Source: an optimization exercise on an open RTL-to-GDS flow (aim: small area). Production flows keep margins and buffers that such runs may drop.
RTL that was checked went through simulation tests only; none was proved equivalent to the original.
Function not checked in run 5: the RTL went through the layout flow alone.
Power and IR drop assume default switching activity.

`design/flow/flow/run.sh`:
```
#!/bin/bash
# The standard ORFS layout, with three changes that only affect cell area:
# port buffers are buf_1 (resized later where timing needs it), CTS inserts
# no dummy loads, and cells off the critical paths are downsized after
# global routing (RECOVER_POWER).
set -euo pipefail
CTS="-sink_clustering_enable -repair_clock_nets -dont_use_dummy_load"
CTS="$CTS -sink_clustering_size 20 -sink_clustering_max_diameter 60"
CTS="$CTS -buf_list {sky130_fd_sc_hd__clkbuf_4 sky130_fd_sc_hd__clkbuf_8}"
bash standard.sh \
  "BUFFER_PORTS_ARGS=-buffer_cell sky130_fd_sc_hd__buf_1" \
  "CTS_ARGS=$CTS" \
  RECOVER_POWER=100 \
  finish > standard_flow.log 2>&1
```
`design/flow/standard.sh`:
```
#!/bin/bash
# synth_recipe.tcl (not shown) runs the flow's synth.tcl, then flattens the netlist and writes it again
# the make line also repeats each setting of config.mk as NAME=value (left out here)
make -C /OpenROAD-flow-scripts/flow DESIGN_CONFIG=/design/flow/config.mk WORK_HOME=/design/flow/orfs CLKGATE_MAP_FILE= SYNTH_SCRIPT=/design/flow/synth_recipe.tcl "${@:-finish}"
```
`design/flow/config.mk`:
```
export PLATFORM = sky130hd
export DESIGN_NAME = DPRAM_Banked_Arch
export DESIGN_NICKNAME = DPRAM_Banked_Arch
export VERILOG_FILES = /design/flow/design.v
export SDC_FILE = /design/flow/constraint.sdc
export NUM_CORES = 4
export LEC_CHECK = 0
export CAP_MARGIN = 20
export CORE_MARGIN = 2
export CORE_UTILIZATION = 40
export CTS_BUF_LIST = sky130_fd_sc_hd__clkbuf_4 sky130_fd_sc_hd__clkbuf_8
export CTS_CLUSTER_DIAMETER = 60
export CTS_CLUSTER_SIZE = 20
export GPL_TIMING_DRIVEN = 0
export PLACE_DENSITY = 0.6
export SLEW_MARGIN = 20
export SYNTH_HIERARCHICAL = 1
```
`design/flow/constraint.sdc`:
```
create_clock -name core_clock -period 5.0 [get_ports {clk}]
set_input_delay 1.0000 -clock core_clock [delete_from_list [all_inputs] [get_ports {clk}]]
set_output_delay 1.0000 -clock core_clock [all_outputs]
set_load 0.01 [all_outputs]
```
`design/flow/design.v`:
```
module DPRAM_Banked_Arch #(
    parameter DATA_WIDTH = 8,
    parameter ADDR_WIDTH = 6,
    parameter NUM_BANKS  = 4
)(
    input  wire                     clk,
    input  wire                     we_a,
    input  wire [ADDR_WIDTH-1:0]    addr_a,
    input  wire [DATA_WIDTH-1:0]    din_a,
    output reg  [DATA_WIDTH-1:0]    dout_a,
    input  wire                     we_b,
    input  wire [ADDR_WIDTH-1:0]    addr_b,
    input  wire [DATA_WIDTH-1:0]    din_b,
    output reg  [DATA_WIDTH-1:0]    dout_b
);
    localparam DW    = DATA_WIDTH;
    localparam WORDS = 1 << ADDR_WIDTH;
    localparam BW    = $clog2(NUM_BANKS);
    localparam WPB   = WORDS / NUM_BANKS;
    reg  [DW*WORDS-1:0] store;
    wire [DW*WORDS-1:0] store_nxt;
    wire [DW-1:0]       rd_a, rd_b;
    always @(posedge clk) begin
        store  <= store_nxt;
        dout_a <= rd_a;
        dout_b <= rd_b;
    end
    wire [WORDS-1:0] sel_a, sel_b;
    dpram_dec6 u_dec_a (.addr(addr_a), .sel(sel_a));
    dpram_dec6 u_dec_b (.addr(addr_b), .sel(sel_b));
    wire [DW*NUM_BANKS-1:0] wd;
    wire wb_ok;
    dpram_ctrl u_ctrl (
        .we_a(we_a), .we_b(we_b),
        .bank_a(addr_a[ADDR_WIDTH-1:ADDR_WIDTH-BW]),
        .bank_b(addr_b[ADDR_WIDTH-1:ADDR_WIDTH-BW]),
        .din_a(din_a), .din_b(din_b),
        .wd(wd), .wb_ok(wb_ok)
    );
    genvar w, j;
    generate
        for (w = 0; w < WORDS; w = w + 1) begin : g_word
            wire wen, wen_n;
            dpram_a22o  u_wen (.a1(sel_a[w]), .a2(we_a),
                               .b1(sel_b[w]), .b2(wb_ok), .y(wen));
            dpram_inv   u_wenn (.a(wen), .y(wen_n));
            for (j = 0; j < DW; j = j + 1) begin : g_bit
                dpram_a22o u_hold (
                    .a1(store[w*DW+j]), .a2(wen_n),
                    .b1(wd[(w/WPB)*DW+j]), .b2(wen),
                    .y(store_nxt[w*DW+j]));
            end
        end
        for (j = 0; j < DW; j = j + 1) begin : g_rd
            wire [WORDS-1:0] col;
            for (w = 0; w < WORDS; w = w + 1) begin : g_col
                assign col[w] = store[w*DW+j];
            end
            dpram_rd64 u_rd_a (.d(col), .sel(sel_a), .y(rd_a[j]));
            dpram_rd64 u_rd_b (.d(col), .sel(sel_b), .y(rd_b[j]));
        end
    endgenerate
endmodule
module dpram_rd64 (
    input  wire [63:0] d,
    input  wire [63:0] sel,
    output wire        y
);
    wire [21:0] p;    
    wire [5:0]  q;    
    wire [1:0]  r;
    genvar i;
    generate
        for (i = 0; i < 21; i = i + 1) begin : g_p
            dpram_a222oi u (.a1(d[3*i]), .a2(sel[3*i]),
                            .b1(d[3*i+1]), .b2(sel[3*i+1]),
                            .c1(d[3*i+2]), .c2(sel[3*i+2]), .y(p[i]));
        end
        for (i = 0; i < 5; i = i + 1) begin : g_q
            dpram_nand4 u (.a(p[4*i]), .b(p[4*i+1]), .c(p[4*i+2]), .d(p[4*i+3]), .y(q[i]));
        end
    endgenerate
    dpram_nand2 u_p21 (.a(d[63]), .b(sel[63]), .y(p[21]));
    dpram_nand2 u_q5  (.a(p[20]), .b(p[21]), .y(q[5]));
    dpram_or3   u_r0  (.a(q[0]), .b(q[1]), .c(q[2]), .y(r[0]));
    dpram_or3   u_r1  (.a(q[3]), .b(q[4]), .c(q[5]), .y(r[1]));
    dpram_or2   u_y   (.a(r[0]), .b(r[1]), .y(y));
endmodule
module dpram_dec6 (
    input  wire [5:0]  addr,
    output wire [63:0] sel
);
    wire [7:0] hi_n, lo_n;
    dpram_dec3n u_hi (.a(addr[5:3]), .y_n(hi_n));
    dpram_dec3n u_lo (.a(addr[2:0]), .y_n(lo_n));
    genvar h, l;
    generate
        for (h = 0; h < 8; h = h + 1) begin : g_h
            for (l = 0; l < 8; l = l + 1) begin : g_l
                dpram_nor2 u (.a(hi_n[h]), .b(lo_n[l]), .y(sel[h*8+l]));
            end
        end
    endgenerate
endmodule
module dpram_dec3n (
    input  wire [2:0] a,
    output wire [7:0] y_n
);
    genvar i;
    generate
        for (i = 0; i < 8; i = i + 1) begin : g
            assign y_n[i] = ~(a == i);
        end
    endgenerate
endmodule
module dpram_ctrl (
    input  wire       we_a,
    input  wire       we_b,
    input  wire [1:0] bank_a,
    input  wire [1:0] bank_b,
    input  wire [7:0] din_a,
    input  wire [7:0] din_b,
    output wire [31:0] wd,
    output wire       wb_ok
);
    assign wb_ok = we_b & ~(we_a & (bank_a == bank_b));
    genvar k;
    generate
        for (k = 0; k < 4; k = k + 1) begin : g_bank
            assign wd[k*8 +: 8] = (we_a && bank_a == k) ? din_a : din_b;
        end
    endgenerate
endmodule
module dpram_a22o (input wire a1, a2, b1, b2, output wire y);
    assign y = (a1 & a2) | (b1 & b2);
endmodule
module dpram_a222oi (input wire a1, a2, b1, b2, c1, c2, output wire y);
    assign y = ~((a1 & a2) | (b1 & b2) | (c1 & c2));
endmodule
module dpram_or3 (input wire a, b, c, output wire y);
    assign y = a | b | c;
endmodule
module dpram_or2 (input wire a, b, output wire y);
    assign y = a | b;
endmodule
module dpram_nand4 (input wire a, b, c, d, output wire y);
    assign y = ~(a & b & c & d);
endmodule
module dpram_nor2 (input wire a, b, output wire y);
    assign y = ~(a | b);
endmodule
module dpram_nand2 (input wire a, b, output wire y);
    assign y = ~(a & b);
endmodule
module dpram_inv (input wire a, output wire y);
    assign y = ~a;
endmodule
```
==> impl_metrics.tcl, run 1 <==
set metrics [dict create \
    status "complete, but fails checks" \
    so_faults "max-capacitance violations, max-slew violations" \
    drt_iter0_markers 4599 \
    ys_types 17 \
    grt.met3_usage_pct 8.553 \
    end_kind "flip-flop" \
    synth_top_area_cell "dfxtp_1" \
    use_met2_pct 42.32 \
    antenna_found_initial 12 \
    timing.hold.ws_ns 0.5164 \
    yosysWarnings 7 \
    core-area_um2 52550 \
    intPower_mw 6.839 \
    swShare_pct 30.10 \
    hp-class "reg -> reg" \
    ctsHoldBuffers 0 \
    max-cap-violations 1 \
    seq_power_share_pct 62.3 \
    clock_skew_ns 0.05875 \
    cp-start-kind "input pin" \
    synthCells 1866 \
    ys_seq_area_share_pct 49.63 \
    row_count 84 \
    slew_headroom_pct -28.22 \
    grt_use_met1_pct 39.91 \
    cts_sinks 528 \
    layout_commonest_cell "a22o_1" \
    cp_top_family "compound AO/OA/AOI/OAI gates" \
    first_pass_iters 13 \
    htreeDepth 2 \
    gr-total-overflow 0 \
    tightest_slew_ns 1.914 \
    yosys.area.top_type_share_pct 49.63 \
    cts_tree "built" \
    p_leak_nw 8.220 \
    hold_end "store[10]" \
    p_comb_share_pct 16.2 \
    post_cts_buffers 0 \
    power_density_nw_per_um2 424.6 \
    die-width_um 234.7 \
    critical_path_buf_inv_count 5 \
    vias 20376 \
    avgSynthCellArea_um2 11.41 \
    whs_path_depth 1 \
    fillers 4947 \
    hp-start "store[10]" \
    max_stage_delay_ns 1.48 \
    grt_busiest_layer "met2" \
    cts.clk_slew.worst_paths_ns 0.08 \
    path_cells "clkbuf_1, clkbuf_1, xnor2_1, a31oi_1, buf_16, buf_8, a22o_1, inv_1, a22o_1" \
    peakVddDrop_mv 0.1752 \
    layout_common_cells "a22o_1, dfxtp_1, a222oi_1" \
    final_nets 1992 \
    drive_above_1_share_pct 4.186 \
    hpwl_mm 57.92 \
    slowest_stage "a31oi_1" \
    critPathKind "in -> reg" \
    fmax_ghz 0.2417 \
    drc_errors 0 \
    grt_pass1_vias 18649 \
    dieArea_um2 55100 \
    place_ws_ns 0.9114 \
    ys_ff_latch 528 \
    cts_buffers 41 \
    cts-root-buf "clkbuf_8" \
    ff2ff_path_depth 4 \
    grt_max_degree 34 \
    viasPerCell 7.686 \
    port_buffers 46 \
    routabilityCongestion 0.9830 \
    fin_crit_sh_pct 82.75 \
    syn_nets 1897 \
    io_pins 47 \
    cp.arrival_ns 4.68 \
    clk_path_buf_depth 3 \
    fin_crit_ns 4.138 \
    drv_slew 7 \
    chipHeight_um 234.7 \
    switchingPower_mw 2.945 \
    clkPwrFrac_pct 21.5 \
    rsz0062_at_grt "false" \
    synth_area_leaders "dfxtp_1, a22o_1, a222oi_1, nand4_1, nor2_1" \
    antenna_left 0 \
    reg2reg_from "store[223]" \
    final-setup-viol-count 0 \
    power_mw 9.785 \
    r2r-end "dout_b[7]" \
    ctsResizeCount 0 \
    areaGrowthSynthToFinish_pct 8.196 \
    required_ns 5.55 \
    syn_area_um2 21300 \
    reg2reg_slack_ns 2.69 \
    grt_usage_pct 28.89 \
    drt-total-wl_mm 84.70 \
    fin_ws_ns 0.8624 \
    grt_pass1_wl_mm 122.9 \
    routedWlPerCell_um 31.95 \
    insertion_delay_ns 0.69 \
    initial_core_util_pct 40.53 \
    hold_violations 0 \
    path_max_fanout 15 \
]
==> stage by stage <==
stage	cell area, um2	utilization (%)	setup TNS, ns	instances
floorplan	21300	-	0	1866
global placement	22330	42.49	-3326.38	2600
detailed placement	22480	42.79	0	2606
CTS	23050	43.86	0	2647
global route	23030	43.83	0	2648
finish	23040	43.85	0	2651
==> logic make-up (layout without fill, tap and decap cells) <==
group           Yosys count  count (layout)  synth area share, %
compound gates          913             913                39.51
flops                   528             528                49.63
simple gates            324             324                7.890
buf+inv                  67             160                1.193
mux                      32              32                1.692
xor+xnor                  2               2              0.08227
other cells               0               4                    0
==> Yosys stat by module (local to each module, per instance), a selection <==
module,cell area (um2),cells inside,flip-flops and latches
dpram_nor2,3.754,1,0
dpram_nand2,3.754,1,0
dpram_a222oi,10.01,1,0
dpram_ctrl,436.7,42,0
dpram_nand4,6.256,1,0
DPRAM_Banked_Arch,10570,528,528
dpram_inv,3.754,1,0
dpram_a22o,8.758,1,0
==> power by group through the flow <==
stage / registers, mW / logic (mW) / clock network (mW)
floorplan: 5.86 / 1.12 / 0
global placement: 6.10 / 1.49 / 0
detailed placement: 6.13 / 1.55 / 0
CTS: 6.05 / 1.55 / 2.14
global route: 6.19 / 1.68 / 2.28
finish: 6.09 / 1.59 / 2.10
==> Yosys cell counts <==
master    instances
a22o_1          576
dfxtp_1         528
a222oi_1        336
nor2_1          128
nand4_1          80
inv_1            65
or3_1            36
mux2_2           32
nand2_1          32
or2_1            16
nand3b_1         14
or3b_1           12
nand3_1           5
buf_2             2
xnor2_1           2
a31oi_1           1
nor3b_4           1
==> state kept, by name, indices dropped and copies added (netlist names) <==
register	count
store	512
dout_a	8
dout_b	8
==> metal layers <==
| layer | vias to the layer above | part of all wire, % |
|---|---|---|
| met4 | 18 | 4.4 |
| met3 | 268 | 13 |
| met2 | 1516 | 42 |
| met5 | - | 0.12 |
| met1 | 10021 | 40 |
| li1 | 8553 | - |
==> worst max path at each step <==
| stage | from | to | slack, ns | depth (start not counted) |
|---|---|---|---|---|
| after CTS | addr_a[0] | dout_a[0] | 1.59 | 7 |
| after global placement | we_a | store[127] | -6.60 | 5 |
| final | addr_a[4] | store[184] | 0.86 | 9 |
| after global routing | addr_a[4] | store[125] | 0.81 | 9 |
| after detailed placement | addr_a[0] | dout_a[0] | 0.91 | 7 |
| after floorplan | addr_a[4] | store[0] | 0.10 | 6 |
==> final cells by class <==
| cell class | count | area, um2 | area share, % |
|---|---|---|---|
| sequential | 528 | 10570 | 45.87 |
| buffer | 2 | 8.758 | 0.03801 |
| clock buffer | 41 | 564.3 | 2.449 |
| timing repair buffer | 52 | 311.5 | 1.352 |
| tap | 688 | 860.8 | 3.736 |
| antenna | 4 | 10.01 | 0.04344 |
| inverter | 65 | 244.0 | 1.059 |
| multi-input combinational | 1271 | 10470 | 45.45 |
==> run 2: changes to the inputs <==
==> design/flow/run.sh (new file) <==
#!/bin/bash
# synth_recipe.tcl (not shown) runs the flow's synth.tcl, then flattens the netlist and writes it again
# the make line also repeats each setting of config.mk as NAME=value (left out here)
make -C /OpenROAD-flow-scripts/flow DESIGN_CONFIG=/design/flow/config.mk WORK_HOME=/design/flow/orfs CLKGATE_MAP_FILE= SYNTH_SCRIPT=/design/flow/synth_recipe.tcl finish
--- a/design/flow/config.mk
+++ b/design/flow/config.mk
@@ -10,6 +10,2 @@
 export CORE_UTILIZATION = 40
-export CTS_BUF_LIST = sky130_fd_sc_hd__clkbuf_4 sky130_fd_sc_hd__clkbuf_8
-export CTS_CLUSTER_DIAMETER = 60
-export CTS_CLUSTER_SIZE = 20
-export GPL_TIMING_DRIVEN = 0
 export PLACE_DENSITY = 0.6
removed: design/flow/flow/run.sh
removed: design/flow/standard.sh
==> impl_metrics.tcl, run 2 <==
set metrics [dict create \
    reg2reg_slack_ns 2.87 \
    status "complete, no violations" \
    ff2ff_path_depth 4 \
    critPathLaunch "addr_a[2]" \
    cp.arrival_ns 4.41 \
    dieArea_um2 55100 \
    yosysWarnings 7 \
    yosys.area.top_type_share_pct 49.63 \
    tightest_slew_ns 1.082 \
    clkPwrFrac_pct 35.9 \
    ys_seq_area_share_pct 49.63 \
    ys_types 17 \
    routedWlPerCell_um 32.49 \
    fin_area_um2 24690 \
    top_register "store" \
    drc_errors 0 \
    slew_headroom_pct 27.83 \
    switchingPower_mw 3.392 \
    multi_input_area_um2 10490 \
    io_pins 47 \
    routabilityCongestion 1.021 \
    fillers 4829 \
    seq_power_share_pct 51.0 \
    final-setup-viol-count 0 \
    async_flop_share_pct 0 \
    intPower_mw 8.843 \
    grt_pass1_wl_mm 128.0 \
    place_area_um2 22770 \
    drive_above_1_share_pct 6.956 \
    grt_max_degree 37 \
    tns_ns 0 \
    antenna_left 0 \
    max-cap-violations 0 \
    post_cts_buffers 0 \
    cp-start-kind "input pin" \
    fmax_ghz 0.2545 \
    syn_nets 1897 \
    layout_commonest_cell "a22o_1" \
    fin_cells 2715 \
    drt_iter0_markers 4754 \
    synth_top_area_cell "dfxtp_1" \
    whs_path_depth 1 \
    hpwl_mm 61.44 \
    viasPerCell 7.671 \
    end_kind "flip-flop" \
    antennaDiodeCount 0 \
    synth_area_leaders "dfxtp_1, a22o_1, a222oi_1, nand4_1, nor2_1" \
    initial_core_util_pct 40.53 \
    hp-start "store[155]" \
    timing.hold.ws_ns 0.5136 \
    final_nets 2017 \
    swShare_pct 27.72 \
    vias 20827 \
    chipHeight_um 234.7 \
    htreeDepth 2 \
    ys_ff_latch 528 \
    ctsResizeCount 0 \
    grt_pass1_vias 18850 \
    syn_area_um2 21300 \
    cts.clk_slew.worst_paths_ns 0.06 \
    row_count 84 \
    synth_most_common_cell "a22o_1" \
    first_pass_iters 17 \
    synth_edf_count 0 \
    drt-total-wl_mm 88.22 \
    regArea_um2 10570 \
    required_ns 5.48 \
    fin_crit_ns 3.929 \
    gr-total-overflow 0 \
    cts_tree "built" \
    drv_slew 0 \
    dp.cells 2618 \
    clk_path_buf_depth 3 \
    rsz0062_at_grt "false" \
    cts_sinks 528 \
    die-width_um 234.7 \
    reg2reg_from "store[413]" \
    critPathKind "in -> reg" \
    path_max_fanout 9 \
    p_comb_share_pct 13.2 \
    cts_buffers 54 \
    areaGrowthSynthToFinish_pct 15.95 \
    grt_usage_pct 30.20 \
    hp-class "reg -> reg" \
    insertion_delay_ns 0.62 \
    top_regs "store x512, dout_a x8, dout_b x8" \
    yosys_most_used_dff "dfxtp_1" \
    port_buffers 46 \
    p_leak_nw 9.043 \
    power_density_nw_per_um2 495.5 \
    peakVddDrop_mv 0.2364 \
    ctsHoldBuffers 0 \
    fin_crit_sh_pct 78.59 \
    avgSynthCellArea_um2 11.41 \
    cts-root-buf "clkbuf_16" \
    core-area_um2 52550 \
    layout_common_cells "a22o_1, dfxtp_1, a222oi_1" \
    synth_commonest_cells "a22o_1, dfxtp_1, a222oi_1" \
    hold_violations 0 \
    clock_skew_ns 0.02387 \
    antenna_found_initial 6 \
    largest_reg_flops 512 \
    synthCells 1866 \
    fin_util_pct 46.99 \
]
==> run 2: critical path, cell delays in order <==
cell,delay (ns)
clkdlybuf4s50_1,0.59
nand3b_1,0.74
nor2_1,0.42
a222oi_1,0.66
nand4_1,0.29
or3_1,0.46
or2_1,0.25
==> run 2: final timing paths <==
| check | end |
|---|---|
| max | dout_a[6] |
| max reg2reg | dout_b[5] |
| min | store[155] |
| min reg2reg | store[155] |
==> run 2: power groups by stage <==
stage | Combinational, mW | Clock, mW | Sequential [mW]
after floorplan | 1.12 | 0 | 5.86
after global placement | 1.53 | 0 | 6.24
after detailed placement | 1.58 | 0 | 6.25
after CTS | 1.58 | 4.44 | 6.18
after global routing | 1.70 | 4.62 | 6.31
final | 1.61 | 4.39 | 6.24
==> run 2: Yosys stat by module, one instance, submodules excluded, excerpt <==
module / flip-flops and latches / cells inside
DPRAM_Banked_Arch: 528 / 528
dpram_a222oi: 0 / 1
dpram_a22o: 0 / 1
dpram_ctrl: 0 / 42
dpram_dec3n: 0 / 8
dpram_inv: 0 / 1
dpram_nand2: 0 / 1
dpram_nand4: 0 / 1
dpram_nor2: 0 / 1
dpram_or2: 0 / 1
dpram_or3: 0 / 1
==> run 2: cell families after synthesis <==
logic type	count (synthesis)	share of synthesized area, %
compound gates	913	39.51
mux	32	1.692
simple gates	324	7.890
flops	528	49.63
xor+xnor	2	0.08227
buf+inv	67	1.193
==> run 2: metrics by stage <==
stage	power (mW)	setup slack, ns
2_1_floorplan	6.981	0.1040
3_3_place_gp	7.777	0.6721
3_5_place_dp	7.827	0.6655
4_1_cts	12.19	1.290
5_1_grt	12.64	1.146
6_report	12.23	1.071
==> run 2: layout make-up <==
type	instances	share of cell area, %
inverters	65	0.9880
clock buffers	78	6.501
multi-input cells	1271	42.47
clock inverters	19	1.297
well taps	688	3.486
flip-flops and latches	528	42.80
repair buffers	66	2.452
==> run 2: routing by layer <==
layer  share of wire [%]  wire (um)  global-route usage [%]  vias to the layer above
met1                  41      36080                   41.73                    10241
met2                  42      37290                   45.12                     1664
met3                  13      11140                   7.766                      271
li1                    -          -                       -                     8643
met5               0.068         60                       0                        -
met4                 4.1       3643                   11.55                        8
==> run 3: changes to the inputs <==
--- a/design/flow/design.v
+++ b/design/flow/design.v
@@ -31,3 +31,3 @@
     wire [DW*NUM_BANKS-1:0] wd;
-    wire wb_ok;
+    wire [NUM_BANKS-1:0]    wa_bank, wb_bank;
     dpram_ctrl u_ctrl (
@@ -37,3 +37,3 @@
         .din_a(din_a), .din_b(din_b),
-        .wd(wd), .wb_ok(wb_ok)
+        .wd(wd), .wa_bank(wa_bank), .wb_bank(wb_bank)
     );
@@ -43,4 +43,4 @@
             wire wen, wen_n;
-            dpram_a22o  u_wen (.a1(sel_a[w]), .a2(we_a),
-                               .b1(sel_b[w]), .b2(wb_ok), .y(wen));
+            dpram_a22o  u_wen (.a1(sel_a[w]), .a2(wa_bank[w/WPB]),
+                               .b1(sel_b[w]), .b2(wb_bank[w/WPB]), .y(wen));
             dpram_inv   u_wenn (.a(wen), .y(wen_n));
@@ -123,5 +123,5 @@
     output wire [31:0] wd,
-    output wire       wb_ok
+    output wire [3:0] wa_bank,
+    output wire [3:0] wb_bank
 );
-    assign wb_ok = we_b & ~(we_a & (bank_a == bank_b));
     genvar k;
@@ -129,3 +129,5 @@
         for (k = 0; k < 4; k = k + 1) begin : g_bank
-            assign wd[k*8 +: 8] = (we_a && bank_a == k) ? din_a : din_b;
+            assign wa_bank[k] = we_a && bank_a == k;
+            assign wb_bank[k] = we_b && bank_b == k && !wa_bank[k];
+            assign wd[k*8 +: 8] = wa_bank[k] ? din_a : din_b;
         end
--- a/design/flow/config.mk
+++ b/design/flow/config.mk
@@ -10,2 +10,6 @@
 export CORE_UTILIZATION = 40
+export CTS_BUF_LIST = sky130_fd_sc_hd__clkbuf_8
+export CTS_CLUSTER_DIAMETER = 50
+export CTS_CLUSTER_SIZE = 14
+export GPL_TIMING_DRIVEN = 0
 export PLACE_DENSITY = 0.6
==> impl_metrics.tcl, run 3 <==
set metrics [dict create \
    status "complete, no violations" \
    syn_nets 1901 \
    insertion_delay_ns 0.72 \
    hpwl_mm 59.20 \
    drc_errors 0 \
    areaGrowthSynthToFinish_pct 12.06 \
    fin_crit_sh_pct 82.97 \
    cts_sinks 528 \
    vias 20819 \
    place_area_um2 22740 \
    dp.cells 2606 \
    hold_violations 0 \
    synth_edf_count 0 \
    ctsHoldBuffers 0 \
    htreeDepth 2 \
    fillers 4991 \
    viasPerCell 7.702 \
    tns_ns 0 \
    top_register "store" \
    fin_area_um2 23980 \
    io_pins 47 \
    final-setup-viol-count 0 \
    cts-root-buf "clkbuf_8" \
    intPower_mw 6.519 \
    fin_crit_ns 4.148 \
    synth_commonest_cells "a22o_1, dfxtp_1, a222oi_1" \
    power_mw 9.041 \
    synth_area_leaders "dfxtp_1, a22o_1, a222oi_1, nand4_1, nor2_1" \
    tightest_slew_ns 1.163 \
    power_density_nw_per_um2 377.0 \
    clkPwrFrac_pct 35.0 \
    fin_cells 2703 \
    grt_pass1_vias 18496 \
    drive_above_1_share_pct 6.511 \
    ys_ff_latch 528 \
    core-area_um2 52760 \
    grt_usage_pct 30.27 \
    die-width_um 235.3 \
    top_regs "store x512, dout_a x8, dout_b x8" \
    peakVddDrop_mv 0.1931 \
    port_buffers 46 \
    cp-start-kind "input pin" \
    timing.hold.ws_ns 0.5181 \
    layout_common_cells "a22o_1, dfxtp_1, a222oi_1" \
    grt_pass1_wl_mm 126.8 \
    p_comb_share_pct 9.9 \
    drt-total-wl_mm 88.78 \
    synth_top_area_cell "dfxtp_1" \
    avgSynthCellArea_um2 11.44 \
    clk_path_buf_depth 3 \
    synthCells 1870 \
    critPathKind "in -> reg" \
    cts_tree "built" \
    grt_max_degree 26 \
    syn_area_um2 21400 \
    async_flop_share_pct 0 \
    drv_slew 0 \
    ys_seq_area_share_pct 49.39 \
    yosys_most_used_dff "dfxtp_1" \
    rsz0062_at_grt "false" \
    required_ns 5.54 \
    antenna_left 0 \
    hp-class "reg -> reg" \
    dieArea_um2 55370 \
    p_leak_nw 8.609 \
    largest_reg_flops 512 \
    drt_iter0_markers 4898 \
    cts_buffers 56 \
    ctsResizeCount 0 \
    cts.clk_slew.worst_paths_ns 0.08 \
    row_count 84 \
    slew_headroom_pct 22.21 \
    antenna_found_initial 8 \
    synth_most_common_cell "a22o_1" \
    routedWlPerCell_um 32.84 \
    gr-total-overflow 0 \
    swShare_pct 27.89 \
    fmax_ghz 0.2411 \
    switchingPower_mw 2.522 \
    layout_commonest_cell "a22o_1" \
    path_max_fanout 9 \
    cp.arrival_ns 4.68 \
    post_cts_buffers 0 \
    initial_core_util_pct 40.56 \
    max-cap-violations 0 \
    final_nets 2007 \
    first_pass_iters 14 \
    yosysWarnings 7 \
    yosys.area.top_type_share_pct 49.39 \
    ys_types 21 \
    seq_power_share_pct 55.1 \
    clock_skew_ns 0.06042 \
    chipHeight_um 235.3 \
    end_kind "flip-flop" \
    routabilityCongestion 0.9824 \
]
run 3: cell count changes after synthesis, sizes merged:
| cell | before | now |
|---|---|---|
| and4b | 0 | 2 |
| inv | 65 | 67 |
| xnor2 | 2 | 0 |
| a31oi | 1 | 0 |
| and4 | 0 | 1 |
| buf | 2 | 3 |
| nor4b | 0 | 1 |
run 3: final cells by class:
class	count	area, um2	share of cell area, %
sequential	528	10570	44.07
multi-input combinational	1272	10550	44.00
tap	688	860.8	3.589
clock buffer	60	825.8	3.443
timing repair buffer	48	473.0	1.972
clock inverter	34	407.9	1.701
inverter	67	251.5	1.049
buffer	3	33.78	0.1409
antenna	3	7.507	0.03130
run 3: Yosys stat by module (local to each module, per instance), a selection:
| module | times used | flip-flops and latches | cells | area [um2] |
|---|---|---|---|---|
| dpram_ctrl | 1 | 0 | 46 | 541.8 |
| dpram_or2 | 16 | 0 | 1 | 6.256 |
| dpram_dec3n | 4 | 0 | 8 | 60.06 |
| dpram_nand4 | 80 | 0 | 1 | 6.256 |
| dpram_or3 | 32 | 0 | 1 | 6.256 |
| dpram_nor2 | 128 | 0 | 1 | 3.754 |
| DPRAM_Banked_Arch | 1 | 528 | 528 | 10570 |
| dpram_inv | 64 | 0 | 1 | 3.754 |
| dpram_nand2 | 32 | 0 | 1 | 3.754 |
| dpram_a22o | 576 | 0 | 1 | 8.758 |
| dpram_a222oi | 336 | 0 | 1 | 10.01 |
run 3: cells by family after synthesis:
group                  count (synthesis)  share of synthesized area (%)
AO/OA/AOI/OAI                        912                          39.29
flip-flops                           528                          49.39
multiplexers                          32                          1.964
buffers and inverters                 70                          1.333
AND/OR/NAND/NOR                      328                          8.027
run 3: path summary, 6_finish.rpt:
kind                                 start         end  slack, ns  cells past startpoint
worst max-delay path             addr_a[2]   dout_a[2]       0.85                      7
worst max register to register   store[26]   dout_a[2]       2.70                      4
worst min-delay path            store[201]  store[201]       0.52                      1
worst min register to register  store[201]  store[201]       0.52                      1
run 3: power by group through the flow:
stage               Sequential, mW  Combinational, mW  Clock [mW]
global route                  5.02              0.926        3.36
global placement              5.04              0.844           0
CTS                           4.96              0.867        3.20
finish                        4.99              0.893        3.16
detailed placement            5.05              0.866           0
floorplan                     4.94              0.543           0
run 3: critical path: stages:
cell             delay, ns
clkdlybuf4s50_1       0.58
nand3b_1              0.84
nor2_1                0.39
a222oi_1              0.66
nand4_1               0.39
or3_1                 0.51
or2_1                 0.29
run 3: metal layers:
metal | GRT usage, % | part of all wire (%)
met5 | 0 | 0.012
met4 | 14.13 | 5.1
met3 | 8.677 | 14
met2 | 42.43 | 40
met1 | 42.64 | 41
run 3: per-stage QoR:
step	setup slack, ns	utilization [%]
global route	0.9575	45.45
floorplan	1.457	-
detailed placement	0.4427	43.10
global placement	-1.171	43.07
finish	0.8516	45.46
CTS	1.179	45.44
==> run 4: changes to the inputs <==
==> design/flow/flow/run.sh (new file) <==
#!/bin/bash
# The standard ORFS layout (bash standard.sh), with two changes that only
# affect cell area: port buffers are buf_1 (the repair steps resize them where
# needed), and the clock tree uses clkbuf_8 leaf clusters of at most 14 sinks
# and no dummy loads.
set -euo pipefail
CTS="-sink_clustering_enable -repair_clock_nets -dont_use_dummy_load"
CTS="$CTS -sink_clustering_size 14 -sink_clustering_max_diameter 50"
CTS="$CTS -buf_list {sky130_fd_sc_hd__clkbuf_8}"
bash standard.sh \
  "BUFFER_PORTS_ARGS=-buffer_cell sky130_fd_sc_hd__buf_1" \
  "CTS_ARGS=$CTS" \
  finish > standard_flow.log 2>&1
==> design/flow/standard.sh (new file) <==
#!/bin/bash
# synth_recipe.tcl (not shown) runs the flow's synth.tcl, then flattens the netlist and writes it again
# the make line also repeats each setting of config.mk as NAME=value (left out here)
make -C /OpenROAD-flow-scripts/flow DESIGN_CONFIG=/design/flow/config.mk WORK_HOME=/design/flow/orfs CLKGATE_MAP_FILE= SYNTH_SCRIPT=/design/flow/synth_recipe.tcl "${@:-finish}"
--- a/design/flow/config.mk
+++ b/design/flow/config.mk
@@ -10,5 +10,2 @@
 export CORE_UTILIZATION = 40
-export CTS_BUF_LIST = sky130_fd_sc_hd__clkbuf_8
-export CTS_CLUSTER_DIAMETER = 50
-export CTS_CLUSTER_SIZE = 14
 export GPL_TIMING_DRIVEN = 0
removed: design/flow/run.sh
==> impl_metrics.tcl, run 4 <==
set metrics [dict create \
    status "complete, no violations" \
    rsz0062_at_grt "false" \
    async_flop_share_pct 0 \
    place_ws_ns 0.7931 \
    layout_commonest_cell "a22o_1" \
    peakVddDrop_mv 0.1634 \
    dieArea_um2 55370 \
    vias 20602 \
    avgSynthCellArea_um2 11.44 \
    synth_edf_count 0 \
    place_area_um2 22450 \
    fin_crit_ns 3.920 \
    die-width_um 235.3 \
    top_register "store" \
    cts.clk_slew.worst_paths_ns 0.08 \
    largest_reg_flops 512 \
    drv_slew 0 \
    path_max_fanout 9 \
    hold_violations 0 \
    synth_area_leaders "dfxtp_1, a22o_1, a222oi_1, nand4_1, nor2_1" \
    grt_pass1_vias 18667 \
    fin_ws_ns 1.080 \
    fin_crit_sh_pct 78.40 \
    required_ns 5.51 \
    ctsResizeCount 0 \
    row_count 84 \
    syn_nets 1901 \
    htreeDepth 2 \
    reg2reg_slack_ns 2.73 \
    synth_most_common_cell "a22o_1" \
    cp.arrival_ns 4.43 \
    antenna_left 0 \
    max_stage_delay_ns 0.96 \
    grt_usage_pct 30.11 \
    power_density_nw_per_um2 354.4 \
    ys_types 21 \
    dp.cells 2606 \
    viasPerCell 7.739 \
    yosysWarnings 7 \
    grt_max_degree 26 \
    routabilityCongestion 1.009 \
    grt_pass1_wl_mm 126.5 \
    ctsHoldBuffers 0 \
    initial_core_util_pct 40.56 \
    cts_tree "built" \
    gr-total-overflow 0 \
    critPathKind "in -> reg" \
    final-setup-viol-count 0 \
    path_cells "buf_1, nand3b_1, nor2_1, a222oi_1, nand4_1, or3_1, or2_1" \
    slew_headroom_pct 12.09 \
    synth_commonest_cells "a22o_1, dfxtp_1, a222oi_1" \
    chipHeight_um 235.3 \
    hpwl_mm 59.56 \
    final_nets 2005 \
    cts_buffers 54 \
    io_pins 47 \
    top_regs "store x512, dout_a x8, dout_b x8" \
    r2r-end "dout_a[4]" \
    post_cts_buffers 0 \
    areaGrowthSynthToFinish_pct 8.401 \
    drt-total-wl_mm 87.90 \
    yosys.area.top_type_share_pct 49.39 \
    cts-root-buf "clkbuf_8" \
    whs_path_depth 1 \
    insertion_delay_ns 0.69 \
    fin_cells 2662 \
    max-cap-violations 0 \
    layout_common_cells "a22o_1, dfxtp_1, a222oi_1" \
    ff2ff_path_depth 4 \
    clock_skew_ns 0.05478 \
    fin_area_um2 23200 \
    drt_iter0_markers 4477 \
    cts_sinks 528 \
    syn_area_um2 21400 \
    cp-start-kind "input pin" \
    routedWlPerCell_um 33.02 \
    fmax_ghz 0.2551 \
    synthCells 1870 \
    reg2reg_from "store[412]" \
    core-area_um2 52760 \
    hp-start "store[132]" \
    yosys_most_used_dff "dfxtp_1" \
    hold_end "store[132]" \
    drive_above_1_share_pct 4.817 \
    first_pass_iters 17 \
    ys_ff_latch 528 \
    antenna_found_initial 11 \
    tightest_slew_ns 1.315 \
    clk_path_buf_depth 3 \
    synth_top_area_cell "dfxtp_1" \
    hp-class "reg -> reg" \
    p_leak_nw 8.238 \
    end_kind "flip-flop" \
    ys_seq_area_share_pct 49.39 \
    port_buffers 46 \
    slowest_stage "nand3b_1" \
    drc_errors 0 \
]
run 4: final cells by class:
class,instances,area [um2]
clock buffer,54,743.2
timing repair buffer,48,182.7
tap,688,860.8
inverter,67,251.5
multi-input combinational,1272,10550
antenna,2,5.005
buffer,3,33.78
fill,4954,29560
sequential,528,10570
run 4: power breakdown:
| group | switching, mW | total [mW] | internal (mW) |
|---|---|---|---|
| registers | 0.367 | 4.98 | 4.62 |
| clock network | 1.43 | 2.38 | 0.955 |
| logic | 0.464 | 0.856 | 0.392 |
| total | 2.26 | 8.22 | 5.96 |
run 4: worst max-delay path by stage:
stage               startpoint         to
floorplan                 we_a   store[0]
global route         addr_a[0]  dout_a[0]
global placement     addr_a[4]  store[19]
CTS                  addr_a[2]  dout_a[2]
finish               addr_a[2]  dout_a[4]
detailed placement   addr_a[2]  dout_a[2]
run 4: critical path, delay by kind of cell:
kind                   cells  cell delay [ns]
buffers and inverters      1             0.21
and+or+nand+nor            5             2.57
AOI/OAI and AO/OA          1             0.66
run 4: cell families after synthesis:
logic type | Yosys count | share of synthesized area [%]
flip-flops | 528 | 49.39
buffers and inverters | 70 | 1.333
AND/OR/NAND/NOR | 328 | 8.027
multiplexers | 32 | 1.964
AO/OA/AOI/OAI | 912 | 39.29
run 4: routing by layer:
layer / wire length, um / vias up / global-route usage [%]
met4: 4792 / 4 / 14.24
met1: 35380 / 10050 / 42.52
met2: 35820 / 1679 / 42.69
met5: 26 / - / 0
met3: 11880 / 297 / 7.681
li1: - / 8572 / -
run 4: metrics by stage:
stage	util (%)	TNS, ns	hold WS, ns	total power, mW
CTS	43.96	0	0.5104	8.222
global placement	42.52	-112.30	0.4875	5.846
global route	43.97	0	0.5330	8.480
finish	43.97	0	0.5175	8.223
floorplan	-	0	0.4769	5.484
detailed placement	42.55	0	0.4949	5.880
run 4: modules after synthesis, one instance, submodules excluded, excerpt:
module,flops+latches,cell area (um2)
dpram_ctrl,0,541.8
dpram_dec3n,0,60.06
DPRAM_Banked_Arch,528,10570
dpram_nor2,0,3.754
dpram_or3,0,6.256
dpram_a22o,0,8.758
dpram_inv,0,3.754
dpram_or2,0,6.256
dpram_nand4,0,6.256
dpram_nand2,0,3.754
dpram_a222oi,0,10.01
==> run 5: changes to the inputs <==
--- a/design/flow/design.v
+++ b/design/flow/design.v
@@ -31,3 +31,3 @@
     wire [DW*NUM_BANKS-1:0] wd;
-    wire [NUM_BANKS-1:0]    wa_bank, wb_bank;
+    wire [NUM_BANKS-1:0]    wa_bank, wa_bank_n, wb_bank;
     dpram_ctrl u_ctrl (
@@ -36,7 +36,13 @@
         .bank_b(addr_b[ADDR_WIDTH-1:ADDR_WIDTH-BW]),
-        .din_a(din_a), .din_b(din_b),
-        .wd(wd), .wa_bank(wa_bank), .wb_bank(wb_bank)
+        .wa_bank(wa_bank), .wa_bank_n(wa_bank_n), .wb_bank(wb_bank)
     );
-    genvar w, j;
+    genvar w, j, k;
     generate
+        for (k = 0; k < NUM_BANKS; k = k + 1) begin : g_wd
+            for (j = 0; j < DW; j = j + 1) begin : g_bit
+                dpram_a22o u_wd (.a1(din_a[j]), .a2(wa_bank[k]),
+                                 .b1(din_b[j]), .b2(wa_bank_n[k]),
+                                 .y(wd[k*DW+j]));
+            end
+        end
         for (w = 0; w < WORDS; w = w + 1) begin : g_word
@@ -108,2 +114,6 @@
 );
+    wire [2:0] an;
+    dpram_inv u_i0 (.a(a[0]), .y(an[0]));
+    dpram_inv u_i1 (.a(a[1]), .y(an[1]));
+    dpram_inv u_i2 (.a(a[2]), .y(an[2]));
     genvar i;
@@ -111,3 +121,5 @@
         for (i = 0; i < 8; i = i + 1) begin : g
-            assign y_n[i] = ~(a == i);
+            dpram_nand3 u (.a(i & 1 ? a[0] : an[0]),
+                           .b(i & 2 ? a[1] : an[1]),
+                           .c(i & 4 ? a[2] : an[2]), .y(y_n[i]));
         end
@@ -120,6 +132,4 @@
     input  wire [1:0] bank_b,
-    input  wire [7:0] din_a,
-    input  wire [7:0] din_b,
-    output wire [31:0] wd,
     output wire [3:0] wa_bank,
+    output wire [3:0] wa_bank_n,
     output wire [3:0] wb_bank
@@ -129,5 +139,5 @@
         for (k = 0; k < 4; k = k + 1) begin : g_bank
-            assign wa_bank[k] = we_a && bank_a == k;
-            assign wb_bank[k] = we_b && bank_b == k && !wa_bank[k];
-            assign wd[k*8 +: 8] = wa_bank[k] ? din_a : din_b;
+            assign wa_bank[k]   = we_a && bank_a == k;
+            assign wa_bank_n[k] = !(we_a && bank_a == k);
+            assign wb_bank[k]   = we_b && bank_b == k && !wa_bank[k];
         end
@@ -153,2 +163,5 @@
 endmodule
+module dpram_nand3 (input wire a, b, c, output wire y);
+    assign y = ~(a & b & c);
+endmodule
 module dpram_nand2 (input wire a, b, output wire y);
==> design/flow/flow/run.sh (replaced) <==
#!/bin/bash
# The standard ORFS layout (bash standard.sh), with two changes that only
# affect cell area: port buffers are buf_1 (the repair steps resize them where
# needed), and the clock tree uses clkbuf_8 leaf clusters of at most 15 sinks
# and no dummy loads.
set -euo pipefail
CTS="-sink_clustering_enable -repair_clock_nets -dont_use_dummy_load"
CTS="$CTS -sink_clustering_size 15 -sink_clustering_max_diameter 100"
CTS="$CTS -buf_list {sky130_fd_sc_hd__clkbuf_8}"
bash standard.sh \
  "BUFFER_PORTS_ARGS=-buffer_cell sky130_fd_sc_hd__buf_1" \
  "CTS_ARGS=$CTS" \
  finish > standard_flow.log 2>&1
==> impl_metrics.tcl, run 5 <==
set metrics [dict create \
    fmax_ghz 0.2648 \
    row_count 84 \
    reg2reg_from "store[271]" \
    path_cells "buf_1, inv_1, nand3_1, nor2_1, a222oi_1, nand4_1, or3_1, or2_1" \
    cts_buffers 41 \
    areaGrowthSynthToFinish_pct 7.862 \
    layout_common_cells "a22o_1, dfxtp_1, a222oi_1" \
    avgSynthCellArea_um2 11.27 \
    synthCells 1881 \
    cts.clk_slew.worst_paths_ns 0.09 \
    top_regs "store x512, dout_a x8, dout_b x8" \
    path_max_fanout 9 \
    required_ns 5.53 \
    port_buffers 46 \
    end_kind "flip-flop" \
    viasPerCell 7.783 \
    die-width_um 234.2 \
    critPathKind "in -> reg" \
    antenna_left 0 \
    largest_reg_flops 512 \
    rsz0062_at_grt "false" \
    syn_area_um2 21200 \
    dp.cells 2619 \
    routabilityCongestion 0.9806 \
    fin_cells 2662 \
    place_area_um2 22300 \
    final-setup-viol-count 0 \
    grt_max_degree 26 \
    layout_commonest_cell "a22o_1" \
    cts_tree "built" \
    final_nets 2005 \
    cts_sinks 528 \
    gr-total-overflow 0 \
    core-area_um2 52450 \
    max-cap-violations 0 \
    synth_commonest_cells "a22o_1, dfxtp_1, a222oi_1" \
    clk_path_buf_depth 3 \
    cp.arrival_ns 4.30 \
    post_cts_buffers 0 \
    cts-root-buf "clkbuf_8" \
    yosys.area.top_type_share_pct 49.86 \
    drc_errors 0 \
    drive_above_1_share_pct 2.586 \
    clock_skew_ns 0.04595 \
    fin_ws_ns 1.224 \
    ys_ff_latch 528 \
    fin_crit_sh_pct 75.51 \
    ff2ff_path_depth 4 \
    slew_headroom_pct 22.08 \
    top_register "store" \
    power_density_nw_per_um2 345.1 \
    cp-start-kind "input pin" \
    yosys_most_used_dff "dfxtp_1" \
    syn_nets 1912 \
    synth_top_area_cell "dfxtp_1" \
    synth_edf_count 0 \
    dieArea_um2 54850 \
    p_leak_nw 8.132 \
    synth_most_common_cell "a22o_1" \
    antenna_found_initial 14 \
    first_pass_iters 17 \
    hp-class "reg -> reg" \
    reg2reg_slack_ns 2.81 \
    routedWlPerCell_um 32.48 \
    hold_violations 0 \
    ctsHoldBuffers 0 \
    insertion_delay_ns 0.66 \
    r2r-end "dout_a[7]" \
    drv_slew 0 \
    ys_seq_area_share_pct 49.86 \
    grt_pass1_vias 18734 \
    hpwl_mm 59.19 \
    max_stage_delay_ns 0.82 \
    async_flop_share_pct 0 \
    place_ws_ns 0.7917 \
    ctsResizeCount 0 \
    htreeDepth 2 \
    initial_core_util_pct 40.42 \
    grt_pass1_wl_mm 124.9 \
    vias 20718 \
    critPathLaunch "addr_a[0]" \
    drt-total-wl_mm 86.45 \
    ys_types 17 \
    synth_area_leaders "dfxtp_1, a22o_1, a222oi_1, nand4_1, nor2_1" \
    yosysWarnings 7 \
    peakVddDrop_mv 0.1359 \
    crit_end "dout_a[4]" \
    drt_iter0_markers 4828 \
    tightest_slew_ns 1.169 \
    slowest_stage "nand3_1" \
    status "complete, no violations" \
    grt_usage_pct 30.29 \
    chipHeight_um 234.2 \
    fin_crit_ns 3.776 \
    io_pins 47 \
    fin_area_um2 22870 \
]
[run 5: changes by cell type after synthesis, sizes merged]
cell and change:
nor3b +1, inv +13, and4 -1, buf -3
nand3b -12, and4b -1, or3 -4, or3b -12
nor3 +1, nand2 +1, nand3 +28, a22o +32
mux2 -32
[run 5: cell families after synthesis]
| family | synth area share, % |
|---|---|
| flip-flops | 49.86 |
| AND/OR/NAND/NOR | 7.738 |
| buffers and inverters | 1.417 |
| AO/OA/AOI/OAI | 40.98 |
[run 5: report_power, final]
group          switching (mW)  leakage (nW)  internal [mW]  total [mW]
combinational           0.452          3.53          0.368       0.820
sequential              0.364          4.31           4.60        4.96
clock                    1.37         0.295          0.737        2.11
total                    2.19          8.13           5.70        7.89
[run 5: metrics by stage]
stage | hold slack [ns] | total power, mW | util [%] | TNS (ns)
6_report | 0.5236 | 7.890 | 43.60 | 0
5_1_grt | 0.5314 | 8.130 | 43.59 | 0
4_1_cts | 0.5215 | 7.881 | 43.59 | 0
3_5_place_dp | 0.4974 | 5.830 | 42.51 | 0
3_3_place_gp | 0.4890 | 5.788 | 42.39 | -0.2389
2_1_floorplan | 0.4769 | 5.440 | - | 0
[run 5: area by class of cell]
class | instances | area, um2
fillers | 4924 | 29580
flip-flops and latches | 528 | 10570
clock buffers | 41 | 564.3
well taps | 688 | 860.8
repair buffers | 50 | 210.2
inverters | 80 | 300.3
diodes | 2 | 5.005
multi-input cells | 1273 | 10350
[run 5: metal layers]
layer  global-route usage (%)  up-vias  part of all wire (%)
met2                    44.24     1632                    42
met1                    42.01    10188                    40
li1                         -     8596                     -
met4                    12.14       18                   4.7
met5                        0        -                  0.12
met3                    8.414      284                    13
[run 5: per-module statistics from Yosys (local to each module, per instance), a selection]
| module | area [um2] | cells | copies in the design | flops+latches |
|---|---|---|---|---|
| DPRAM_Banked_Arch | 10570 | 528 | 1 | 528 |
| dpram_a222oi | 10.01 | 1 | 336 | 0 |
| dpram_a22o | 8.758 | 1 | 608 | 0 |
| dpram_ctrl | 93.84 | 13 | 1 | 0 |
| dpram_inv | 3.754 | 1 | 76 | 0 |
| dpram_nand2 | 3.754 | 1 | 32 | 0 |
| dpram_nand3 | 5.005 | 1 | 32 | 0 |
| dpram_nand4 | 6.256 | 1 | 80 | 0 |
| dpram_nor2 | 3.754 | 1 | 128 | 0 |
| dpram_or2 | 6.256 | 1 | 16 | 0 |
| dpram_or3 | 6.256 | 1 | 32 | 0 |
[run 5: worst min path at each step]
stage / depth (start not counted) / endpoint / from
6_report: 1 / store[88] / store[88]
5_1_grt: 1 / store[307] / store[307]
4_1_cts: 1 / store[254] / store[254]
3_5_place_dp: 1 / store[106] / store[106]
3_3_place_gp: 1 / store[341] / store[341]
2_1_floorplan: 1 / store[0] / store[0]
[run 5: worst max-delay path: cells and delay by family]
family | cells | cell delay (ns)
and+or+nand+nor | 5 | 2.35
AOI/OAI and AO/OA | 1 | 0.65
buffers and inverters | 2 | 0.29
==> run 6: changes to the inputs <==
--- a/design/flow/design.v
+++ b/design/flow/design.v
@@ -76,3 +76,3 @@
     wire [5:0]  q;    
-    wire [1:0]  r;
+    wire        r;
     genvar i;
@@ -90,5 +90,4 @@
     dpram_nand2 u_q5  (.a(p[20]), .b(p[21]), .y(q[5]));
-    dpram_or3   u_r0  (.a(q[0]), .b(q[1]), .c(q[2]), .y(r[0]));
-    dpram_or3   u_r1  (.a(q[3]), .b(q[4]), .c(q[5]), .y(r[1]));
-    dpram_or2   u_y   (.a(r[0]), .b(r[1]), .y(y));
+    dpram_or4   u_r   (.a(q[0]), .b(q[1]), .c(q[2]), .d(q[3]), .y(r));
+    dpram_or3   u_y   (.a(r), .b(q[4]), .c(q[5]), .y(y));
 endmodule
@@ -154,4 +153,4 @@
 endmodule
-module dpram_or2 (input wire a, b, output wire y);
-    assign y = a | b;
+module dpram_or4 (input wire a, b, c, d, output wire y);
+    assign y = a | b | c | d;
 endmodule
==> impl_metrics.tcl, run 6 <==
set metrics [dict create \
    largest_reg_flops 512 \
    grt_pass1_wl_mm 124.5 \
    hp-class "reg -> reg" \
    antenna_found_initial 13 \
    max-cap-violations 0 \
    routabilityCongestion 1.017 \
    viasPerCell 7.801 \
    io_pins 47 \
    final-setup-viol-count 0 \
    fin_crit_sh_pct 83.41 \
    ys_types 17 \
    yosys.area.top_type_share_pct 50.05 \
    synthCells 1865 \
    top_register "store" \
    timing.hold.ws_ns 0.5141 \
    synth_top_area_cell "dfxtp_1" \
    rsz0062_at_grt "false" \
    cts_buffers 41 \
    cts_sinks 528 \
    required_ns 5.52 \
    power_density_nw_per_um2 346.6 \
    tightest_slew_ns 1.075 \
    gr-total-overflow 0 \
    grt_usage_pct 30.20 \
    cp-start-kind "input pin" \
    post_cts_buffers 0 \
    syn_area_um2 21120 \
    grt_pass1_vias 18638 \
    dieArea_um2 54650 \
    yosysWarnings 7 \
    clk_path_buf_depth 3 \
    fmax_ghz 0.2398 \
    top_regs "store x512, dout_a x8, dout_b x8" \
    row_count 84 \
    status "complete, no violations" \
    p_leak_nw 8.068 \
    peakVddDrop_mv 0.1664 \
    drive_above_1_share_pct 2.657 \
    ys_ff_latch 528 \
    ctsResizeCount 0 \
    hpwl_mm 59.12 \
    chipHeight_um 233.8 \
    cts.clk_slew.worst_paths_ns 0.10 \
    htreeDepth 2 \
    reg2reg_from "store[124]" \
    critPathLaunch "addr_b[2]" \
    initial_core_util_pct 40.35 \
    slew_headroom_pct 28.15 \
    drv_slew 0 \
    yosys_most_used_dff "dfxtp_1" \
    cp.arrival_ns 4.69 \
    path_max_fanout 9 \
    critPathKind "in -> reg" \
    fin_crit_ns 4.171 \
    drt_iter0_markers 5297 \
    port_buffers 46 \
    syn_nets 1896 \
    synth_area_leaders "dfxtp_1, a22o_1, a222oi_1, nand4_1, nor2_1" \
    ys_seq_area_share_pct 50.05 \
    layout_common_cells "a22o_1, dfxtp_1, a222oi_1" \
    areaGrowthSynthToFinish_pct 8.057 \
    end_kind "flip-flop" \
    drc_errors 0 \
    avgSynthCellArea_um2 11.32 \
    tns_ns 0 \
    antenna_left 0 \
    final_nets 1990 \
    die-width_um 233.8 \
    fin_area_um2 22820 \
    vias 20687 \
    synth_commonest_cells "a22o_1, dfxtp_1, a222oi_1" \
    dp.cells 2604 \
    fin_util_pct 43.60 \
    hp-start "store[336]" \
    first_pass_iters 14 \
    async_flop_share_pct 0 \
    drt-total-wl_mm 85.48 \
    grt_max_degree 26 \
    clock_skew_ns 0.04069 \
    place_area_um2 22240 \
    cts-root-buf "clkbuf_8" \
    fin_ws_ns 0.8294 \
    fin_cells 2652 \
    cts_tree "built" \
    power_mw 7.909 \
    place_ws_ns 0.4340 \
    ff2ff_path_depth 4 \
    hold_violations 0 \
    layout_commonest_cell "a22o_1" \
    ctsHoldBuffers 0 \
    synth_edf_count 0 \
    core-area_um2 52340 \
    routedWlPerCell_um 32.23 \
    whs_path_depth 1 \
    insertion_delay_ns 0.64 \
    synth_most_common_cell "a22o_1" \
]
## run 6: cell count changes after synthesis, sizes merged
cell  delta
or2     -16
or3     -16
or4     +16
## run 6: path summary, 6_finish.rpt
path         slack, ns          to
max reg2reg       2.32   dout_a[4]
max               0.83   dout_b[4]
min reg2reg       0.51  store[336]
min               0.51  store[336]
## run 6: kinds of logic (layout without fill, tap and decap cells)
family,after synthesis,count (layout),synth area share (%)
AOI/OAI and AO/OA,944,944,41.14
buffers and inverters,80,172,1.422
DFF,528,528,50.05
other,0,7,0
and+or+nand+nor,313,313,7.388
## run 6: layout make-up
| type | instances | area (um2) |
|---|---|---|
| fill | 4920 | 29520 |
| multi-input combinational | 1257 | 10270 |
| clock buffer | 41 | 564.3 |
| antenna | 7 | 17.52 |
| tap | 688 | 860.8 |
| timing repair buffer | 51 | 232.7 |
| sequential | 528 | 10570 |
| inverter | 80 | 300.3 |
## run 6: critical path: stages
cell and delay [ns]:
buf_1 0.26, inv_1 0.14, nand3_1 0.72, nor2_1 0.39, a222oi_1 0.65, nand4_1 0.35, or4_1 0.71, or3_1 0.46
## run 6: power breakdown
group	internal, mW	leakage (nW)	switching [mW]
Combinational	0.368	3.47	0.458
Sequential	4.60	4.31	0.351
Clock	0.738	0.295	1.40
## run 6: metal layers
metal / global-route usage [%] / up-vias / wire (um) / part of all wire, %
met2: 44.26 / 1760 / 35390 / 41
met5: 0 / - / 54 / 0.063
met1: 41.47 / 10047 / 33820 / 40
li1: - / 8580 / - / -
met3: 8.354 / 290 / 11880 / 14
met4: 13.05 / 10 / 4333 / 5.1
## run 6: per-module statistics from Yosys (local to each module, per instance), excerpt
module	times used	flip-flops and latches	cells inside
DPRAM_Banked_Arch	1	528	528
dpram_ctrl	1	0	13
dpram_a22o	608	0	1
dpram_nand4	80	0	1
dpram_inv	76	0	1
dpram_nor2	128	0	1
dpram_nand2	32	0	1
==> run 7: changes to the inputs <==
--- a/design/flow/config.mk
+++ b/design/flow/config.mk
@@ -9,5 +9,5 @@
 export CORE_MARGIN = 2
-export CORE_UTILIZATION = 40
+export CORE_UTILIZATION = 55
 export GPL_TIMING_DRIVEN = 0
-export PLACE_DENSITY = 0.6
+export PLACE_DENSITY = 0.7
 export SLEW_MARGIN = 20
==> impl_metrics.tcl, run 7 <==
set metrics [dict create \
    status "complete, no violations" \
    fillers 3204 \
    end_kind "flip-flop" \
    antenna_found_initial 4 \
    syn_area_um2 21120 \
    grt_usage_pct 40.11 \
    ff2ff_path_depth 4 \
    htreeDepth 2 \
    rsz0062_at_grt "false" \
    peakVddDrop_mv 0.2912 \
    tightest_slew_ns 1.055 \
    vias 20716 \
    place_ws_ns 0.5643 \
    synth_edf_count 0 \
    synth_top_family_by_area "compound AO/OA/AOI/OAI gates" \
    synth_commonest_cells "a22o_1, dfxtp_1, a222oi_1" \
    drv_slew 0 \
    yosys.area_share.simple_pct 7.388 \
    layout_commonest_cell "a22o_1" \
    yosysWarnings 7 \
    synth_area_leaders "dfxtp_1, a22o_1, a222oi_1, nand4_1, nor2_1" \
    synth_compound_area_share_pct 41.14 \
    fmax_ghz 0.2355 \
    io_pins 47 \
    required_ns 5.48 \
    top_register "store" \
    hpwl_mm 56.25 \
    fin_crit_sh_pct 84.92 \
    avgSynthCellArea_um2 11.32 \
    ys_types 17 \
    grt_use_met1_pct 55.28 \
    clock_skew_ns 0.06315 \
    drive_above_1_share_pct 2.558 \
    clk_path_buf_depth 3 \
    initial_core_util_pct 55.94 \
    cts_buffers 41 \
    async_flop_share_pct 0 \
    fin_ws_ns 0.7541 \
    drc_errors 0 \
    row_count 71 \
    cts-root-buf "clkbuf_8" \
    grt_pass1_vias 18302 \
    hold_violations 0 \
    ys_ff_latch 528 \
    slew_headroom_pct 29.66 \
    die-width_um 200.0 \
    ctsResizeCount 0 \
    post_cts_buffers 0 \
    ys_seq_area_share_pct 50.05 \
    power_density_nw_per_um2 348.8 \
    critPathKind "in -> reg" \
    antenna_left 0 \
    use_met2_pct 58.59 \
    cp-start-kind "input pin" \
    multi_input_area_um2 10270 \
    p_leak_nw 8.054 \
    grt_max_degree 26 \
    max-cap-violations 0 \
    grt_busiest_layer "met2" \
    hold_end "store[117]" \
    final_nets 1988 \
    synth_most_common_cell "a22o_1" \
    hp-class "reg -> reg" \
    synth_fa_ha_area_share_pct 0 \
    top_regs "store x512, dout_a x8, dout_b x8" \
    areaGrowthSynthToFinish_pct 6.849 \
    cp.arrival_ns 4.73 \
    regArea_um2 10570 \
    insertion_delay_ns 0.68 \
    core-area_um2 37760 \
    cts.clk_slew.worst_paths_ns 0.09 \
    dieArea_um2 39980 \
    port_buffers 46 \
    drt_iter0_markers 4495 \
    synth_top_area_cell "dfxtp_1" \
    grt.met3_usage_pct 11.83 \
    drt-total-wl_mm 82.64 \
    tns_ns 0 \
    path_max_fanout 9 \
    chipHeight_um 200.0 \
    ctsHoldBuffers 0 \
    yosys.area.top_type_share_pct 50.05 \
    synthCells 1865 \
    fin_crit_ns 4.246 \
    reg2reg_slack_ns 2.30 \
    syn_nets 1896 \
    largest_reg_flops 512 \
    whs_path_depth 1 \
    viasPerCell 8.387 \
    routedWlPerCell_um 33.46 \
    synth_mux_area_share_pct 0 \
    gr-total-overflow 0 \
    grt_pass1_wl_mm 120.1 \
    final-setup-viol-count 0 \
    cts_sinks 528 \
    reg2reg_from "store[52]" \
    yosys_most_used_dff "dfxtp_1" \
    synth-xor-area-share_pct 0 \
    r2r-end "dout_b[4]" \
    cts_tree "built" \
    first_pass_iters 15 \
    layout_common_cells "a22o_1, dfxtp_1, a222oi_1" \
    power_mw 7.872 \
    routabilityCongestion 1.006 \
    hp-start "store[117]" \
]
## run 7: worst max-delay path, cell delays in order
cell      delay (ns)
buf_1           0.21
inv_1           0.13
nand3_1         0.75
nor2_1          0.36
a222oi_1        0.76
nand4_1         0.39
or4_1           0.65
or3_1           0.46
## run 7: power by group
part,total (mW),internal (mW),switching [mW]
Clock,2.12,0.737,1.38
Combinational,0.812,0.367,0.445
Sequential,4.94,4.60,0.345
Total,7.87,5.70,2.17
## run 7: worst max-delay path by stage
| stage | start | to | slack [ns] |
|---|---|---|---|
| 3_5_place_dp | addr_a[1] | dout_a[4] | 0.56 |
| 3_3_place_gp | addr_a[4] | store[496] | 0.19 |
| 2_1_floorplan | addr_a[4] | store[384] | 1.70 |
| 4_1_cts | addr_a[1] | dout_a[4] | 1.22 |
| 5_1_grt | addr_a[1] | dout_a[2] | 0.84 |
| 6_report | addr_b[0] | dout_b[4] | 0.75 |
## run 7: cells by family (layout without fill, tap and decap cells)
| family | count (synthesis) | after routing |
|---|---|---|
| other | 0 | 4 |
| and+or+nand+nor | 313 | 313 |
| buffers and inverters | 80 | 170 |
| AOI/OAI and AO/OA | 944 | 944 |
| DFF | 528 | 528 |
## run 7: layout make-up
class | instances | area share [%]
Timing Repair Buffer | 49 | 0.9149
Sequential cell | 528 | 46.84
Multi-Input combinational cell | 1257 | 45.53
Clock buffer | 41 | 2.501
Tap cell | 511 | 2.833
Antenna cell | 4 | 0.04436
Inverter | 80 | 1.331
## run 7: metrics by stage
stage	util [%]	cells	hold WS (ns)	instance area [um2]
2_1_floorplan	-	1865	0.4769	21120
3_3_place_gp	58.09	2422	0.4871	21930
3_5_place_dp	58.25	2425	0.4927	21990
4_1_cts	59.74	2466	0.5196	22560
5_1_grt	59.75	2468	0.5375	22560
6_report	59.77	2470	0.5192	22570
## run 7: per-layer routing
layer	wire length [um]	vias up
met4	4455	0
met2	34100	1736
met3	12100	311
met1	31980	10096
met5	0	-
li1	-	8573
## run 7: modules after synthesis (local to each module, per instance), a selection
| module | flops+latches | cells inside | times used |
|---|---|---|---|
| DPRAM_Banked_Arch | 528 | 528 | 1 |
| dpram_a222oi | 0 | 1 | 336 |
| dpram_a22o | 0 | 1 | 608 |
| dpram_ctrl | 0 | 13 | 1 |
| dpram_inv | 0 | 1 | 76 |
| dpram_nand2 | 0 | 1 | 32 |
| dpram_nand3 | 0 | 1 | 32 |
| dpram_nand4 | 0 | 1 | 80 |
| dpram_nor2 | 0 | 1 | 128 |
| dpram_or4 | 0 | 1 | 16 |

static timing again, ports no longer ideal:
Ports are ideal in the flow. The routed layouts listed here were re-timed in OpenROAD.
Step 1 sets driving cells, clkbuf_16 on the clock port and buf_2 on the other inputs (assumed; they add their load-dependent delay and slew).
Step 2 also shifts input and output timing later by t, the mid clock arrival at the registers, as if the neighbouring blocks saw the same clock.
a / b / c = no drivers / after step 1 / after step 2; a / b = the first two.
| run | t, ns | setup slack, ns | worst hold slack (ns) | slew at the worst register clock pin (ns) |
|---|---|---|---|---|
| run 1 | 0.699 | 0.862 / 0.830 / 0.131 | 0.516 / 0.516 / 0.516 | 0.12 / 0.12 |
| run 2 | 0.657 | 1.071 / 1.096 / 0.439 | 0.514 / 0.514 / 0.514 | 0.07 / 0.07 |
| run 3 | 0.746 | 0.852 / 0.858 / 0.113 | 0.518 / 0.518 / 0.518 | 0.10 / 0.10 |
| run 4 | 0.719 | 1.080 / 1.061 / 0.342 | 0.518 / 0.518 / 0.518 | 0.09 / 0.09 |
| run 5 | 0.696 | 1.224 / 1.212 / 0.516 | 0.524 / 0.524 / 0.524 | 0.10 / 0.10 |
| run 6 | 0.699 | 0.829 / 0.865 / 0.166 | 0.514 / 0.514 / 0.514 | 0.11 / 0.11 |
| run 7 | 0.707 | 0.754 / 0.785 / 0.078 | 0.519 / 0.519 / 0.519 | 0.12 / 0.12 |
For run 3, which loses most, drivers alone change the setup slack by +0.006 ns; drivers and shift together by -0.739 ns.
